This design comes from an exercise in tuning for small area, a short achievable clock period and few clock cycles per item on the open sky130 flow, not from production work. Where RTL was checked, it was by simulation tests only, not by an equivalence proof against the original.

Design verilog_multiplier, start of the top module:
module verilog_multiplier(clk, rst, ready, op1, op2, res, done);
export LEC_CHECK = 0
export CAP_MARGIN = 20
export CORE_MARGIN = 2
export CORE_UTILIZATION = 40
export SETUP_SLACK_MARGIN = 1.5
export SLEW_MARGIN = 20
create_clock -name core_clock -period 8.0 [get_ports {clk}]
standard.sh (not shown) runs the stock make flow with config.mk's settings and CLKGATE_MAP_FILE= SYNTH_SCRIPT=/design/flow/synth_recipe.tcl, a recipe that flattens the netlist after the stock synthesis.
==> flow/flow/run.sh <==
#!/bin/bash
# Own flow: the standard layout, except that synthesis runs Yosys's fine
# stage without its early "abc -fast", so that extract_fa finds the design's
# full adders as written (no inverter between adders). The standard synthesis
# runs first; its register names are given to the own netlist's registers,
# and the standard netlist is used as it is if the registers do not match.
set -uo pipefail
W=$(pwd)
R=$W/orfs/results/$FLOW_PLATFORM/verilog_multiplier/base
bash standard.sh synth > log_standard_synth.txt 2>&1 || exit 1
cp "$R/1_2_yosys.v" "$W/ref_1_2_yosys.v"
sed '1s/.*/proc synth {args} { if {[lsearch -glob $args "fine:*"] >= 0} { yosys synth -nofsm -noshare -noabc {*}$args } else { yosys synth -nofsm -noshare {*}$args } }/' synth_recipe.tcl > own_synth.tcl
sed "s|SYNTH_SCRIPT=[^ ]*|SYNTH_SCRIPT=$W/own_synth.tcl|" standard.sh > own_standard.sh
if bash own_standard.sh do-yosys > log_own_synth.txt 2>&1 \
   && python3 flow/rename.py "$W/ref_1_2_yosys.v" "$R/1_2_yosys.v" "$W/own_1_2_yosys.v" > log_rename.txt 2>&1; then
  cp "$W/own_1_2_yosys.v" "$R/1_2_yosys.v"
  echo "own synthesis used" >> log_rename.txt
else
  cp "$W/ref_1_2_yosys.v" "$R/1_2_yosys.v"
  echo "standard synthesis used" >> log_rename.txt
fi
rm -f "$R/1_synth.odb" "$R/1_synth.sdc"
bash standard.sh "BUFFER_PORTS_ARGS=-buffer_cell sky130_fd_sc_hd__buf_4" finish > log_standard_finish.txt 2>&1
Other scripts of this flow, unchanged in this note and not shown: flow/flow/rename.py
Rerun with:
SETUP_SLACK_MARGIN = 2.5   (was 1.5)
Count of clock-buffer cells in the layout increases by 1. Hold slack gets better by 14 ps. Final cell count increases by 2.5%. Non-clock buffer count increases by 74. Core utilization increases by 3.9 points. Die area does not change.
No run of this note included a check of the RTL's function; only the layout flow was run.

---

Another version of the RTL of verilog_multiplier (not shown whole).
Size: roughly 120 flip-flops.
clock: 8.0 ns
lec_check: 0
cap_margin: 20
core_margin: 2
core_utilization: 60
gpl_routability_driven: 0
setup_slack_margin: 2.0
slew_margin: 20
==> flow/flow/run.sh <==
#!/bin/bash
# Own flow: the standard layout, except that synthesis runs Yosys's fine
# stage without its early "abc -fast", so that extract_fa finds the design's
# full adders as written (no inverter between adders). The standard synthesis
# runs first; its register names are given to the own netlist's registers,
# and the standard netlist is used as it is if the registers do not match.
set -uo pipefail
W=$(pwd)
R=$W/orfs/results/$FLOW_PLATFORM/verilog_multiplier/base
bash standard.sh synth > log_standard_synth.txt 2>&1 || exit 1
cp "$R/1_2_yosys.v" "$W/ref_1_2_yosys.v"
sed '1s/.*/proc synth {args} { if {[lsearch -glob $args "fine:*"] >= 0} { yosys synth -nofsm -noshare -noabc {*}$args } else { yosys synth -nofsm -noshare {*}$args } }/' synth_recipe.tcl > own_synth.tcl
sed "s|SYNTH_SCRIPT=[^ ]*|SYNTH_SCRIPT=$W/own_synth.tcl|" standard.sh > own_standard.sh
if bash own_standard.sh do-yosys > log_own_synth.txt 2>&1 \
   && python3 flow/rename.py "$W/ref_1_2_yosys.v" "$R/1_2_yosys.v" "$W/own_1_2_yosys.v" > log_rename.txt 2>&1; then
  cp "$W/own_1_2_yosys.v" "$R/1_2_yosys.v"
  echo "own synthesis used" >> log_rename.txt
else
  cp "$W/ref_1_2_yosys.v" "$R/1_2_yosys.v"
  echo "standard synthesis used" >> log_rename.txt
fi
rm -f "$R/1_synth.odb" "$R/1_synth.sdc"
bash standard.sh "BUFFER_PORTS_ARGS=-buffer_cell sky130_fd_sc_hd__buf_2" finish > log_standard_finish.txt 2>&1
Other scripts of this flow, unchanged in this note and not shown: flow/flow/rename.py
Testbench counts at the start, summed over its fixed seeds: cycles 6,400, items 3,200.
Rerun with:
- GPL_ROUTABILITY_DRIVEN: 0 -> default
- SETUP_SLACK_MARGIN: 2.0 -> 2.4
- TNS_END_PERCENT: default -> 20
What happened: The new run produced a clean layout; worst setup slack improves by 0.31 ns.
Rerun with:
- SETUP_SLACK_MARGIN: 2.4 -> 2.25
- TNS_END_PERCENT: 20 -> default
What happened:
- The changed run ran to the end with no violations
- global-route usage decreases by 0.53 points
- final area decreases by 1.3%
- sequential cell count does not change
- wire length shrinks by 1.6%
- clock skew hardly moves
- worst setup slack is worse by 0.073 ns
- count of clock-buffer cells in the layout is higher by 3
Rerun with:
- PLACE_DENSITY: default -> 0.8
- SETUP_SLACK_MARGIN: 2.25 -> 2.0
The new run completed with no timing, DRC or antenna violations.
Maximum frequency came out lower by 3.6%.
Count of clock-buffer cells in the layout does not change.
Routed wire length came out lower by 4.3%.
Critical path depth came out higher by 1.
Rerun with:
--- a/flow/flow/run.sh
+++ b/flow/flow/run.sh
@@ -22,2 +22,2 @@
 rm -f "$R/1_synth.odb" "$R/1_synth.sdc"
-bash standard.sh "BUFFER_PORTS_ARGS=-buffer_cell sky130_fd_sc_hd__buf_2" finish > log_standard_finish.txt 2>&1
+bash standard.sh "BUFFER_PORTS_ARGS=-buffer_cell sky130_fd_sc_hd__buf_4" finish > log_standard_finish.txt 2>&1
- CORE_UTILIZATION: 60 -> 70
- PLACE_DENSITY: 0.8 -> default
Worst setup slack is better by 0.055 ns.
Synthesized area is unchanged.
Routed wire length goes up by 1.9%.

---

## 09-19
verilog_multiplier, a different RTL version from the one above (not shown whole).
For scale: ~1600 cells after synthesis, roughly 94 flip-flops, about 100 I/O pins.
clock: 8.0 ns
lec_check: 0
abc_clock_period_in_ps: 3000
cap_margin: 20
core_margin: 2
core_utilization: 40
slew_margin: 20
run.sh (not shown) runs the stock make flow with config.mk's settings and CLKGATE_MAP_FILE= SYNTH_SCRIPT=/design/flow/synth_recipe.tcl, a recipe that flattens the netlist after the stock synthesis.
Stock flow here: none of the scripts above is used.
Per the final summary, 09-19 finished and its layout is clean on timing, DRC and antenna.
Testbench counts of 09-19, summed over its fixed seeds: cycles 16,000, items 3,200.
Here is what was changed in the inputs of 04-28 compared with 09-19.
diff --git a/flow/config.mk b/flow/config.mk
--- a/flow/config.mk
+++ b/flow/config.mk
@@ -8 +8 @@
-export ABC_CLOCK_PERIOD_IN_PS = 3000
+export ABC_CLOCK_PERIOD_IN_PS = 3500
@@ -11,0 +12 @@
+export SETUP_SLACK_MARGIN = 4.5
09-19 → 04-28: setup slack picked up an extra 1.16 ns; slew of the pin with the lowest slew margin lost 0.14 ns; number of vias per cell after detailed routing lost 0.49%; initial antenna violation count lost 2; highest cell delay on the worst timing path lost 0.15 ns. Last element of the critical path: res[12] -> 09-19, res[9] -> 04-28. Cmp 09-19 and 04-28 / number of buffer and inverter stages on the critical path / lower: 09-19.

---

verilog_multiplier with an RTL version that a note above also has.
For scale: about 2300 cells after synthesis, about 100 I/O pins, roughly 23000 um2 of cells after synthesis.
Settings: LEC_CHECK=0, CAP_MARGIN=20, CORE_MARGIN=2, CORE_UTILIZATION=60, SETUP_SLACK_MARGIN=2.0, SLEW_MARGIN=20; clock period 8.0 ns.
standard.sh (not shown) runs the stock make flow with config.mk's settings and CLKGATE_MAP_FILE= SYNTH_SCRIPT=/design/flow/synth_recipe.tcl, a recipe that flattens the netlist after the stock synthesis.
==> flow/flow/run.sh <==
#!/bin/bash
# Own flow: the standard layout, except that synthesis runs Yosys's fine
# stage without its early "abc -fast", so that extract_fa finds the design's
# full adders as written (no inverter between adders). The standard synthesis
# runs first; its register names are given to the own netlist's registers,
# and the standard netlist is used as it is if the registers do not match.
set -uo pipefail
W=$(pwd)
R=$W/orfs/results/$FLOW_PLATFORM/verilog_multiplier/base
bash standard.sh synth > log_standard_synth.txt 2>&1 || exit 1
cp "$R/1_2_yosys.v" "$W/ref_1_2_yosys.v"
sed '1s/.*/proc synth {args} { if {[lsearch -glob $args "fine:*"] >= 0} { yosys synth -nofsm -noshare -noabc {*}$args } else { yosys synth -nofsm -noshare {*}$args } }/' synth_recipe.tcl > own_synth.tcl
sed "s|SYNTH_SCRIPT=[^ ]*|SYNTH_SCRIPT=$W/own_synth.tcl|" standard.sh > own_standard.sh
if bash own_standard.sh do-yosys > log_own_synth.txt 2>&1 \
   && python3 flow/rename.py "$W/ref_1_2_yosys.v" "$R/1_2_yosys.v" "$W/own_1_2_yosys.v" > log_rename.txt 2>&1; then
  cp "$W/own_1_2_yosys.v" "$R/1_2_yosys.v"
  echo "own synthesis used" >> log_rename.txt
else
  cp "$W/ref_1_2_yosys.v" "$R/1_2_yosys.v"
  echo "standard synthesis used" >> log_rename.txt
fi
rm -f "$R/1_synth.odb" "$R/1_synth.sdc"
bash standard.sh "BUFFER_PORTS_ARGS=-buffer_cell sky130_fd_sc_hd__buf_4" finish > log_standard_finish.txt 2>&1
Other scripts of this flow, unchanged in this note and not shown: flow/flow/rename.py
Testbench counts at the start, summed over its fixed seeds: cycles 6,400, items 3,200.
Change:
Settings changed: CORE_UTILIZATION 60 to 40, SETUP_SLACK_MARGIN 2.0 to 1.5.
Setup slack is worse by 0.35 ns.
Core utilization is lower by 21 points.
Die area climbs by 49%.
Wire length went up by 0.53%.
Design area goes up by 0.56%.
Flip-flop and latch count does not change.
Maximum frequency went down by 5.6%.
Clock-buffer cell count falls by 1.

---

verilog_multiplier again, from the RTL that the note above started with.
==> flow/config.mk <==
export PLATFORM = sky130hd
export DESIGN_NAME = verilog_multiplier
export DESIGN_NICKNAME = verilog_multiplier
export VERILOG_FILES = /design/flow/design.v
export SDC_FILE = /design/flow/constraint.sdc
export NUM_CORES = 4
export LEC_CHECK = 0
export CAP_MARGIN = 20
export CORE_MARGIN = 2
export CORE_UTILIZATION = 60
export CTS_CLUSTER_DIAMETER = 100
export CTS_CLUSTER_SIZE = 40
export SETUP_SLACK_MARGIN = 2.0
export SLEW_MARGIN = 20
==> flow/constraint.sdc <==
create_clock -name core_clock -period 8.0 [get_ports {clk}]
set_input_delay 1.6000 -clock core_clock [delete_from_list [all_inputs] [get_ports {clk}]]
set_output_delay 1.6000 -clock core_clock [all_outputs]
set_load 0.01 [all_outputs]
Scripts as last shown in full above: flow/flow/run.sh
Other scripts of this flow, unchanged in this note and not shown: flow/flow/rename.py
The baseline finished with timing, DRC and antenna clean.
Testbench counts at the start, summed over its fixed seeds: cycles 6,400, items 3,200.
Change:
--- a/flow/flow/run.sh
+++ b/flow/flow/run.sh
@@ -22,2 +22,2 @@
 rm -f "$R/1_synth.odb" "$R/1_synth.sdc"
-bash standard.sh "BUFFER_PORTS_ARGS=-buffer_cell sky130_fd_sc_hd__buf_4" finish > log_standard_finish.txt 2>&1
+bash standard.sh "BUFFER_PORTS_ARGS=-buffer_cell sky130_fd_sc_hd__buf_2" finish > log_standard_finish.txt 2>&1
--- a/flow/config.mk
+++ b/flow/config.mk
@@ -10,4 +10,2 @@
 export CORE_UTILIZATION = 60
-export CTS_CLUSTER_DIAMETER = 100
-export CTS_CLUSTER_SIZE = 40
 export SETUP_SLACK_MARGIN = 2.0
Effect: Synthesized area stays the same. Count of clock-buffer cells in the layout is higher by 2. Final area falls slightly. Setup slack improves by 0.0050 ns. Routed wire length fell slightly. Hold slack improved by 0.0060 ns. Cell count stays flat. Critical path depth climbs by 3. Utilization fell by 0.62 points.

---

Starting RTL as in the previous note.
Settings: LEC_CHECK=0, CAP_MARGIN=20, CORE_MARGIN=2, CORE_UTILIZATION=60, SETUP_SLACK_MARGIN=2.0, SLEW_MARGIN=20; clock period 8.0 ns.
==> flow/flow/run.sh <==
#!/bin/bash
# Own flow: the standard layout, except that synthesis runs Yosys's fine
# stage without its early "abc -fast", so that extract_fa finds the design's
# full adders as written (no inverter between adders). The standard synthesis
# runs first; its register names are given to the own netlist's registers,
# and the standard netlist is used as it is if the registers do not match.
set -uo pipefail
W=$(pwd)
R=$W/orfs/results/$FLOW_PLATFORM/verilog_multiplier/base
bash standard.sh synth > log_standard_synth.txt 2>&1 || exit 1
cp "$R/1_2_yosys.v" "$W/ref_1_2_yosys.v"
sed '1s/.*/proc synth {args} { if {[lsearch -glob $args "fine:*"] >= 0} { yosys synth -nofsm -noshare -noabc {*}$args } else { yosys synth -nofsm -noshare {*}$args } }/' synth_recipe.tcl > own_synth.tcl
sed "s|SYNTH_SCRIPT=[^ ]*|SYNTH_SCRIPT=$W/own_synth.tcl|" standard.sh > own_standard.sh
if bash own_standard.sh do-yosys > log_own_synth.txt 2>&1 \
   && python3 flow/rename.py "$W/ref_1_2_yosys.v" "$R/1_2_yosys.v" "$W/own_1_2_yosys.v" > log_rename.txt 2>&1; then
  cp "$W/own_1_2_yosys.v" "$R/1_2_yosys.v"
  echo "own synthesis used" >> log_rename.txt
else
  cp "$W/ref_1_2_yosys.v" "$R/1_2_yosys.v"
  echo "standard synthesis used" >> log_rename.txt
fi
rm -f "$R/1_synth.odb" "$R/1_synth.sdc"
bash standard.sh "BUFFER_PORTS_ARGS=-buffer_cell sky130_fd_sc_hd__buf_4" finish > log_standard_finish.txt 2>&1
Other scripts of this flow, unchanged in this note and not shown: flow/flow/rename.py
The first run finished with timing, DRC and antenna clean.
Testbench counts at the start, summed over its fixed seeds: cycles 6,400, items 3,200.
Change:
--- a/flow/flow/run.sh
+++ b/flow/flow/run.sh
@@ -22,2 +22,2 @@
 rm -f "$R/1_synth.odb" "$R/1_synth.sdc"
-bash standard.sh "BUFFER_PORTS_ARGS=-buffer_cell sky130_fd_sc_hd__buf_4" finish > log_standard_finish.txt 2>&1
+bash standard.sh "BUFFER_PORTS_ARGS=-buffer_cell sky130_fd_sc_hd__buf_2" finish > log_standard_finish.txt 2>&1
--- a/flow/config.mk
+++ b/flow/config.mk
@@ -10,3 +10,5 @@
 export CORE_UTILIZATION = 60
-export SETUP_SLACK_MARGIN = 2.0
+export CTS_BUF_LIST = sky130_fd_sc_hd__clkbuf_4 sky130_fd_sc_hd__clkbuf_8
+export SETUP_SLACK_MARGIN = 2.25
 export SLEW_MARGIN = 20
+export TNS_END_PERCENT = 20
Outcome: Design area barely changes; worst hold slack gains 0.011 ns; via count went up by 0.88%; global-route usage goes down by 0.12 points.
Change:
--- a/flow/config.mk
+++ b/flow/config.mk
@@ -10,5 +10,4 @@
 export CORE_UTILIZATION = 60
-export CTS_BUF_LIST = sky130_fd_sc_hd__clkbuf_4 sky130_fd_sc_hd__clkbuf_8
-export SETUP_SLACK_MARGIN = 2.25
+export SETUP_SLACK_MARGIN = 2.3
 export SLEW_MARGIN = 20
-export TNS_END_PERCENT = 20
+export TNS_END_PERCENT = 5
=> Via count fell slightly; count of clock-buffer cells in the layout rose by 5; routed wire length fell slightly; register-to-register slack improved by 0.02 ns; synthesized cell count stays the same; final area rose slightly; die area does not change; area after synthesis stays the same.

---

Setup of the reference run:
verilog_multiplier again, from the RTL that the note above started with.
==> flow/design.v (excerpt) <==
module verilog_multiplier(clk, rst, ready, op1, op2, res, done);
export LEC_CHECK = 0
export CAP_MARGIN = 20
export CORE_MARGIN = 2
export CORE_UTILIZATION = 60
export SETUP_SLACK_MARGIN = 2.25
export SLEW_MARGIN = 20
create_clock -name core_clock -period 8.0 [get_ports {clk}]
==> flow/flow/run.sh <==
#!/bin/bash
# Own flow: the standard layout, except that synthesis runs Yosys's fine
# stage without its early "abc -fast", so that extract_fa finds the design's
# full adders as written (no inverter between adders). The standard synthesis
# runs first; its register names are given to the own netlist's registers,
# and the standard netlist is used as it is if the registers do not match.
set -uo pipefail
W=$(pwd)
R=$W/orfs/results/$FLOW_PLATFORM/verilog_multiplier/base
bash standard.sh synth > log_standard_synth.txt 2>&1 || exit 1
cp "$R/1_2_yosys.v" "$W/ref_1_2_yosys.v"
sed '1s/.*/proc synth {args} { if {[lsearch -glob $args "fine:*"] >= 0} { yosys synth -nofsm -noshare -noabc {*}$args } else { yosys synth -nofsm -noshare {*}$args } }/' synth_recipe.tcl > own_synth.tcl
sed "s|SYNTH_SCRIPT=[^ ]*|SYNTH_SCRIPT=$W/own_synth.tcl|" standard.sh > own_standard.sh
if bash own_standard.sh do-yosys > log_own_synth.txt 2>&1 \
   && python3 flow/rename.py "$W/ref_1_2_yosys.v" "$R/1_2_yosys.v" "$W/own_1_2_yosys.v" > log_rename.txt 2>&1; then
  cp "$W/own_1_2_yosys.v" "$R/1_2_yosys.v"
  echo "own synthesis used" >> log_rename.txt
else
  cp "$W/ref_1_2_yosys.v" "$R/1_2_yosys.v"
  echo "standard synthesis used" >> log_rename.txt
fi
rm -f "$R/1_synth.odb" "$R/1_synth.sdc"
bash standard.sh "BUFFER_PORTS_ARGS=-buffer_cell sky130_fd_sc_hd__buf_4" finish > log_standard_finish.txt 2>&1
Other scripts of this flow, unchanged in this note and not shown: flow/flow/rename.py
The reference run completed every stage of the flow, and the final layout passed the timing, DRC and antenna checks.
Testbench counts of the reference run, summed over its fixed seeds: cycles 6,400, items 3,200.
Input changes introduced in the trial run (baseline for comparison: the reference run):
Settings: TNS_END_PERCENT newly set to 20.
--- a/flow/flow/run.sh
+++ b/flow/flow/run.sh
@@ -22,2 +22,2 @@
 rm -f "$R/1_synth.odb" "$R/1_synth.sdc"
-bash standard.sh "BUFFER_PORTS_ARGS=-buffer_cell sky130_fd_sc_hd__buf_4" finish > log_standard_finish.txt 2>&1
+bash standard.sh "BUFFER_PORTS_ARGS=-buffer_cell sky130_fd_sc_hd__buf_2" finish > log_standard_finish.txt 2>&1
## What came out
Share of the final layout cell area in multi-input gates delta for the trial run relative to the reference run: 0.56 points higher. Where final area is concerned, the reference run is outperformed by the trial run. Status: global-route wire length before repair parity (the reference run, the trial run). In terms of register clock-pin slew on the reported worst setup and hold paths, the trial run and the reference run differ only marginally. Relative to the reference run, the placed instance area measured on the trial run has decreased slightly. For cell count, the reference run and the trial run come out practically identical. The trial run | stages: all done | timing, DRC, antenna: all pass.

## static timing again, ports no longer ideal
The flow's constraints put no driver on any port. The routed layouts listed below were extracted and timed again, unchanged, in two steps. Step 1, drivers: a clkbuf_16 drives clk and a buf_2 each remaining input, both assumed. Step 2 times the ports against the registers' clock, not the clock port: input delays grow and output delays shrink by t, the midpoint of the rising clock arrivals with the driver on. Slacks: no drivers / after step 1 / after step 2; pairs: no drivers / after step 1.
| run | shift t [ns] | setup slack, ns | slew at the worst register clock pin (ns) | worst slew at a driven data input, ns | pins driven straight from the clock port |
|---|---|---|---|---|---|
| the first run of note 1 | 0.479 | 1.760 / 1.715 / 1.311 | 0.07 / 0.07 | 0.04 | 1 |
| the second run of note 1 | 0.477 | 2.072 / 1.981 / 1.504 | 0.06 / 0.06 | 0.29 | 1 |
| the first run of note 2 | 0.471 | 2.094 / 2.123 / 1.652 | 0.07 / 0.07 | 0.04 | 1 |
| the second run of note 2 | 0.482 | 2.401 / 2.400 / 1.918 | 0.06 / 0.06 | 0.06 | 1 |
| the third run of note 2 | 0.473 | 2.328 / 2.352 / 1.879 | 0.06 / 0.06 | 0.05 | 1 |
| the fourth run of note 2 | 0.466 | 2.116 / 2.140 / 1.675 | 0.06 / 0.06 | 0.05 | 1 |
| the fifth run of note 2 | 0.484 | 2.171 / 2.130 / 1.714 | 0.06 / 0.06 | 0.05 | 1 |
| 09-19 | 0.414 | 1.205 / 1.157 / 1.572 | 0.09 / 0.09 | 0.05 | 1 |
| 04-28 | 0.413 | 2.362 / 2.312 / 2.726 | 0.08 / 0.08 | 0.05 | 1 |
| the first run of note 4 | 0.473 | 2.148 / 2.161 / 1.701 | 0.07 / 0.07 | 0.04 | 1 |
| the second run of note 4 | 0.483 | 1.800 / 1.770 / 1.387 | 0.06 / 0.06 | 0.05 | 1 |
| the first run of note 5 | 0.473 | 2.148 / 2.161 / 1.701 | 0.07 / 0.07 | 0.04 | 1 |
| the second run of note 5 | 0.480 | 2.153 / 2.136 / 1.696 | 0.06 / 0.06 | 0.04 | 1 |
| the first run of note 6 | 0.473 | 2.148 / 2.161 / 1.701 | 0.07 / 0.07 | 0.04 | 1 |
| the second run of note 6 | 0.509 | 2.309 / 2.320 / 1.828 | 0.09 / 0.09 | 0.06 | 1 |
| the third run of note 6 | 0.480 | 2.295 / 2.313 / 1.833 | 0.06 / 0.06 | 0.05 | 1 |
| the reference run | 0.472 | 2.299 / 2.322 / 1.850 | 0.07 / 0.07 | 0.06 | 1 |
| the trial run | 0.478 | 2.324 / 2.333 / 1.873 | 0.06 / 0.06 | 0.05 | 1 |
After both steps setup and hold are still met in every run listed. The setup slack of the second run of note 1, which loses most, moves by -0.091 ns with the drivers and by -0.568 ns with both steps.
